From an optimization exercise on the open Yosys and OpenROAD flow, aimed at small area, a short achievable clock period and few clock cycles; shortcuts taken in it are not production practice. Function was checked by simulation only, so behaviour that the tests miss may differ from the original. No activity file was given, so power comes from the tool's default toggle rates.

==> job 2876: inputs <==
// datapath
module datapath (
    input wire clk,
    input wire rst,
    input wire load_Mem,
    input wire [16-1:0] user_inst_write,
    input wire [12-1:0] user_inst_addr,
    input wire user_inst_wen,
    input wire ap_start, resume,
    output wire [16*6-1:0] rf_out,
    output wire [16*12-1:0] mem_out,
    output wire ap_start_debug,
    output wire halt
);
    localparam [3:0] OP_HALT = 4'h0, OP_INC = 4'h1, OP_JMP = 4'h2, OP_JNE = 4'h3,
                     OP_JE = 4'h4, OP_ADD = 4'h5, OP_SUB = 4'h6, OP_XOR = 4'h7,
                     OP_CMP = 4'h8, OP_MOV0 = 4'h9, OP_MOV1 = 4'hA, OP_MOV2 = 4'hB,
                     OP_MOV3 = 4'hC, OP_MOV4 = 4'hD, OP_SADD = 4'hE, OP_NOP = 4'hF;
    localparam [15:0] BUBBLE = 16'hF000;
    reg started, halted, flag;
    reg [6:0] pc;           
    reg [15:0] id;
    reg id_pend;            
    reg [6:0] id_alt_pc;    
    reg [15:0] ir;
    reg ir_pend;
    reg [6:0] ir_alt_pc;
    reg [5:0] sel_n, sel_m;    
  ...
export LEC_CHECK = 0
export CAP_MARGIN = 20
export CORE_MARGIN = 2
export CORE_UTILIZATION = 26
export CTS_BUF_LIST = sky130_fd_sc_hd__clkbuf_4 sky130_fd_sc_hd__clkbuf_8
export PLACE_DENSITY = 0.45
export SETUP_SLACK_MARGIN = 4.0
export SLEW_MARGIN = 20
export TNS_END_PERCENT = 5
create_clock -name core_clock -period 8.0 [get_ports {clk}]
run.sh (not shown) runs the stock make flow with config.mk's settings and CLKGATE_MAP_FILE= SYNTH_SCRIPT=/design/flow/synth_recipe.tcl, a recipe that flattens the netlist after the stock synthesis.
==> job 2146: changes against job 2876 <==
--- a/flow/design.v
+++ b/flow/design.v
@@ -133,25 +133,32 @@
         if (rst)
             sb_v <= 1'b0;
         else
             sb_v <= run && x_mwe;
         sb_a <= a[6:0];
         sb_d <= x_wdata;
     end
-    assign sb_fwd = sb_v && (sb_a == ld_a);
-    wire [6:0] waddr = started ? sb_a : ua;
-    wire wen = !load_Mem && (started ? sb_v : user_inst_wen);
+    reg fwd_q;
+    wire d_to_x = run && !mispred && !stall_ld;
+    wire [6:0] ld_a_next = d_to_x ? dv[6:0] : ld_a;
+    always @(posedge clk) fwd_q <= !rst && run && x_mwe && (a[6:0] == ld_a_next);
+    assign sb_fwd = fwd_q;
+    wire [7:0] h_lo = (8'b1 << ua[2:0]) & {8{!started && user_inst_wen && !load_Mem}};
+    wire [15:0] h_hi = 16'b1 << ua[6:3];
+    wire [7:0] c_lo = (8'b1 << sb_a[2:0]) & {8{started && sb_v && !load_Mem}};
+    wire [15:0] c_hi = 16'b1 << sb_a[6:3];
     wire [15:0] wbus = rst ? 16'h0 : (started ? sb_d : user_inst_write);
     wire [15:0] mem [0:127];
     genvar gi;
     generate
         for (gi = 0; gi < 128; gi = gi + 1) begin : g_mem
             localparam PRESET = (gi == 30) || (gi == 31) || (gi == 32) || (gi == 34) || (gi == 36) || (gi == 38);
             reg [15:0] w;
-            wire we = rst || (wen && waddr == gi) || (PRESET && load_Mem);
+            wire we = rst || (h_hi[gi / 8] && h_lo[gi % 8]) || (c_hi[gi / 8] && c_lo[gi % 8]) ||
+                      (PRESET && load_Mem);
             wire [15:0] d;
             if (PRESET) begin : g_p
                 assign d = (load_Mem && !rst) ? gi : wbus;
             end else begin : g_n
                 assign d = wbus;
             end
             always @(posedge clk)
@@ -263,100 +270,82 @@
     wire known = !y_cmp || y_sure;
     wire fl = y_cmp ? y_sure : flag;
     wire tk0 = (op0 == OP_JMP) || (op0 == OP_JNE && !fl) || (op0 == OP_JE && fl);
     wire tk1 = (op1 == OP_JMP) || (op1 == OP_JNE && !fl) || (op1 == OP_JE && fl);
     wire sure0 = 1'b0;    
     wire tk1c = (op1 == OP_JMP) || (op1 == OP_JNE && !sure0) || (op1 == OP_JE && sure0);
     wire skip0 = isn0 || (isj0 && !tk0);
-    wire wait0 = isc0 && x_cmp && !d_cmp && !x_sure;
-    wire wait1 = skip0 && isc1 && x_cmp && !d_cmp && !x_sure;
+    wire wait0 = isc0 && !known;
+    wire wait1 = skip0 && isc1 && !known;
     wire f_wait = wait0 || wait1;
-    wire only0 = norm0 && !cmp0 && isc1 && x_cmp && !d_cmp && !x_sure;
+    wire only0 = norm0 && !cmp0 && isc1 && !known;
     assign pc1 = pc + 7'd1;
     wire [6:0] pc2 = pc + 7'd2;
     wire c_t0 = isj0 && tk0;
     wire c_s1 = !c_t0 && !skip0 && (norm1 || only0);
     wire c_t1 = !c_t0 && (skip0 ? (isj1 && tk1) : (!norm1 && !only0 && !isn1 && (cmp0 ? tk1c : tk1)));
-    wire [15:0] f_ins = c_t0 ? BUBBLE : (skip0 ? (norm1 ? w1 : BUBBLE) : w0);
-    wire [6:0] f_pc = c_t0 ? imm0 : (c_t1 ? imm1 : (c_s1 ? pc1 : pc2));
-    wire [31:0] f_oh = c_t0 ? ohx(imm0) : (c_t1 ? ohx(imm1) : (c_s1 ? ohx(pc1) : ohx(pc2)));
-    reg f_pred;
-    reg [6:0] f_alt_pc;
-    always @(*) begin
-        f_pred = 1'b0;
-        f_alt_pc = pc2;
-        if (c_t0) begin
-            f_pred = isc0 && !known;
-            f_alt_pc = pc1;
-        end else if (skip0) begin
-            f_pred = isc0 && !known;
-            f_alt_pc = imm0;
-            if (!(isc0 && !known) && isc1 && !known) begin
-                f_pred = 1'b1;
-                f_alt_pc = tk1 ? pc2 : imm1;
-            end
-        end else if (!norm1 && !only0 && !isn1) begin
-            f_pred = isc1 && (cmp0 ? !sure0 : !known);
-            f_alt_pc = c_t1 ? pc2 : imm1;
-        end
+    wire c_s2 = !c_t0 && !c_t1 && !c_s1;
+    wire i_w0 = !c_t0 && !skip0;                
+    wire i_w1 = !c_t0 && skip0 && norm1;        
+    wire f_own = norm0 && cmp0 && isc1;
+    wire [6:0] f_alt_pc = (op1 == OP_JNE) ? pc2 : imm1;
+    wire idle = !started && !run;
+    wire f_redir = rst || idle || (run && mispred);            
+    wire [6:0] redir_pc = rst ? 7'd31 : (idle ? idle_pc : ir_alt_pc);
+    wire f_adv = run && !mispred && !stall_ld;                 
+    wire f_go = f_adv && !f_wait;                              
+    wire f_keep = !f_redir && !f_go;
+    wire g_t0 = f_go && c_t0;
+    wire g_t1 = f_go && c_t1;
+    wire g_s1 = f_go && c_s1;
+    wire g_s2 = f_go && c_s2;
+    wire [6:0] pc_next = ({7{g_t0}} & imm0) | ({7{g_t1}} & imm1) | ({7{g_s1}} & pc1) |
+                         ({7{g_s2}} & pc2) | ({7{f_redir}} & redir_pc) | ({7{f_keep}} & pc);
+    wire [31:0] oh_next = ({32{g_t0}} & ohx(imm0)) | ({32{g_t1}} & ohx(imm1)) |
+                          ({32{g_s1}} & ohx(pc1)) | ({32{g_s2}} & ohx(pc2)) |
+                          ({32{f_redir}} & ohx(redir_pc)) | ({32{f_keep}} & oh);
+    wire d_w0 = f_go && i_w0;
+    wire d_w1 = f_go && i_w1;
+    wire d_keep = !rst && !(run && mispred) && !f_adv;
+    wire d_bub = !d_w0 && !d_w1 && !d_keep;
+    wire [15:0] id_next = ({16{d_w0}} & w0) | ({16{d_w1}} & w1) | ({16{d_bub}} & BUBBLE) |
+                          ({16{d_keep}} & id);
+    wire id_pend_next = (f_go && f_own) || (d_keep && id_pend);
+    always @(posedge clk) begin
+        pc <= pc_next;
+        oh <= oh_next;
+        id <= id_next;
+        id_pend <= id_pend_next;
+        if (f_go) id_alt_pc <= f_alt_pc;
     end
-    wire f_own = norm0 && cmp0;     
     always @(posedge clk) begin
         if (rst) begin
-            pc <= 7'd31;
-            oh <= ohx(7'd31);
-            id <= BUBBLE;
-            id_pend <= 1'b0;
             ir <= BUBBLE;
             xs <= 8'b0;
             ir_pend <= 1'b0;
             sel_n <= 6'b0;
             sel_m <= 6'b0;
-        end else if (!started && !run) begin
-            pc <= idle_pc;
-            oh <= ohx(idle_pc);
         end else if (run) begin
             if (mispred) begin
-                pc <= ir_alt_pc;
-                oh <= ohx(ir_alt_pc);
-                id <= BUBBLE;
-                id_pend <= 1'b0;
                 ir <= BUBBLE;
                 xs <= 8'b0;
-            xs <= 8'b0;
                 ir_pend <= 1'b0;
                 sel_n <= 6'b0;
             end else if (stall_ld) begin
                 ir <= BUBBLE;
                 xs <= 8'b0;
-            xs <= 8'b0;
                 ir_pend <= 1'b0;
                 sel_n <= 6'b0;
             end else begin
                 ir <= d_halt_now ? BUBBLE : id;
                 xs <= d_halt_now ? 8'b0 : opdec(dop);
                 sel_n <= (dn < 6'd6 && !d_halt_now) ? (6'b1 << dn) : 6'b0;
                 sel_m <= (dm < 6'd6) ? (6'b1 << dm) : 6'b0;
                 ld_a <= dv[6:0];
                 ld_lo <= 16'b1 << dv[3:0];
                 ld_hi <= 8'b1 << dv[6:4];
-                if (!f_wait && f_pred && !f_own && !id_pend) begin
-                    ir_pend <= 1'b1;
-                    ir_alt_pc <= f_alt_pc;
-                end else begin
-                    ir_pend <= id_pend;
-                    ir_alt_pc <= id_alt_pc;
-                end
-                if (f_wait) begin
-                    id <= BUBBLE;
-                    id_pend <= 1'b0;
-                end else begin
-                    id <= f_ins;
-                    id_pend <= f_pred && f_own;
-                    id_alt_pc <= f_alt_pc;
-                    pc <= f_pc;
-                    oh <= f_oh;
-                end
+                ir_pend <= id_pend;
+                ir_alt_pc <= id_alt_pc;
             end
         end
     end
 endmodule
==> job 2036: changes against job 2876 <==
--- a/flow/design.v
+++ b/flow/design.v
@@ -26,17 +26,16 @@
     reg ir_pend;
     reg [6:0] ir_alt_pc;
     reg [5:0] sel_n, sel_m;    
     reg [15:0] ld_lo;          
     reg [7:0] ld_hi;           
     reg [6:0] ld_a;            
     reg [15:0] r0, r1, r2, r3, r4, r5;
-    reg started_o, halted_o;
-    assign ap_start_debug = started_o;
-    assign halt = halted_o;
+    assign ap_start_debug = started;
+    assign halt = halted;
     assign rf_out = {r5, r4, r3, r2, r1, r0};
     wire [3:0] xop = ir[15:12];
     wire [5:0] xm = ir[5:0];
     wire [15:0] a = ({16{sel_n[0]}} & r0) | ({16{sel_n[1]}} & r1) | ({16{sel_n[2]}} & r2) |
                     ({16{sel_n[3]}} & r3) | ({16{sel_n[4]}} & r4) | ({16{sel_n[5]}} & r5);
     wire [15:0] b = ({16{sel_m[0]}} & r0) | ({16{sel_m[1]}} & r1) | ({16{sel_m[2]}} & r2) |
                     ({16{sel_m[3]}} & r3) | ({16{sel_m[4]}} & r4) | ({16{sel_m[5]}} & r5);
@@ -99,24 +98,19 @@
     wire [6:0] idle_pc = (!w31_now && m31[15:12] == OP_JMP) ? m31[6:0] : 7'd31;
     wire hold_halt = halted && resume && x_halt;
     wire run = !rst && (started ? ((!halted || resume) && !hold_halt) : can_start);
     always @(posedge clk) begin
         if (rst) begin
             started <= 1'b0;
             halted <= 1'b0;
-            started_o <= 1'b0;
-            halted_o <= 1'b0;
             flag <= 1'b0;
         end else begin
             if (ap_start) started <= 1'b1;
             if (run) halted <= x_halt || d_halt_now;
             else if (halted && resume) halted <= 1'b0;
-            if (run) halted_o <= x_halt || d_halt_now;
-            else if (halted_o && resume) halted_o <= 1'b0;
-            started_o <= started || ap_start;
             if (run && x_cmp) flag <= x_eq;
         end
     end
     wire [15:0] rbus = rst ? 16'h0 : res;
     wire rw = run && x_rwe;
     always @(posedge clk) begin
         if (rst || (rw && sel_n[0])) r0 <= rbus;
Settings changed: CORE_UTILIZATION 26 to 28.
==> comparison table <==
TritonCTS buffer count: job 2876 397; job 2036 391; job 2146 402
Area fraction of the dominant cell type after synthesis: job 2876 0.631; job 2036 0.629; job 2146 0.636
Final estimated routing congestion in global placement: job 2876 1.00; job 2036 1.00; job 2146 0.974
Final Core Density: job 2876 0.334; job 2036 0.348; job 2146 0.322
Syn_area_per_cell: job 2876 13.6 sq um; job 2036 13.6 sq um; job 2146 13.9 sq um
Portion of the clock cycle consumed by the worst path in the final layout: job 2876 0.588; job 2036 0.651; job 2146 0.601
Outcome: job 2876 no timing/DRC/antenna violations; job 2036 no timing/DRC/antenna violations; job 2146 no timing/DRC/antenna violations
Total number of tap cells: job 2876 5,265; job 2036 4,972; job 2146 5,242
Share of total power in sequential cells: job 2876 0.408; job 2036 0.380; job 2146 0.364
Die outline height: job 2876 637 um; job 2036 615 um; job 2146 634 um
Maximum number of pins on one net before global-route repair: job 2876 95; job 2036 101; job 2146 97
Non-clock buffer share of cell area: job 2876 0.0905; job 2036 0.0798; job 2146 0.0810
Worst reg2reg startpoint: job 2876 ld_lo[1]; job 2036 oh[1]; job 2146 ld_lo[9]
Number of antenna violations at the first check in global routing: job 2876 46; job 2036 66; job 2146 63
Register clock-pin slew on the reported worst setup and hold paths: job 2876 0.06 ns; job 2036 0.08 ns; job 2146 0.07 ns
Proportion of cell area occupied by multi-input gates: job 2876 0.285; job 2036 0.285; job 2146 0.267
Clock Skews: job 2876 0.112 ns; job 2036 0.128 ns; job 2146 0.110 ns
Combinational group share of total power: job 2876 0.298; job 2036 0.371; job 2146 0.381
Clk pwr share: job 2876 0.294; job 2036 0.248; job 2146 0.255
Worst setup slack before clock tree synthesis: job 2876 1.90 ns; job 2036 1.50 ns; job 2146 1.57 ns
Testbench counts of job 2876, summed over its fixed seeds: cycles 28,887.
Testbench counts of job 2146, summed over its fixed seeds: cycles 28,899.
Testbench counts of job 2036, summed over its fixed seeds: cycles 28,887.

[afterwards: timing with drivers on the ports]
Ports are ideal in the flow. The routed layouts listed here were re-timed in OpenROAD.
Step 1, drivers: a clkbuf_16 drives clk and a buf_2 each remaining input, both assumed.
Step 2, shift: input delay + t, output delay - t, t = (earliest + latest rising clock arrival at the registers) / 2. This alone moves slack from input paths to output paths.
Three values: ideal ports, drivers, drivers and shift; two values: the first two.
run | t, ns | setup WS [ns] | latest minus earliest clock arrival (ns)
job 2876 | 1.231 | 3.293 / 3.309 / 2.136 | 0.118 / 0.118
job 2146 | 1.229 | 3.192 / 3.192 / 2.079 | 0.116 / 0.116
job 2036 | 1.139 | 2.792 / 2.792 / 1.779 | 0.139 / 0.139
After both steps every run listed still meets setup and hold. The setup slack of job 2876, which loses most, moves by +0.016 ns with the drivers and by -1.157 ns with both steps.
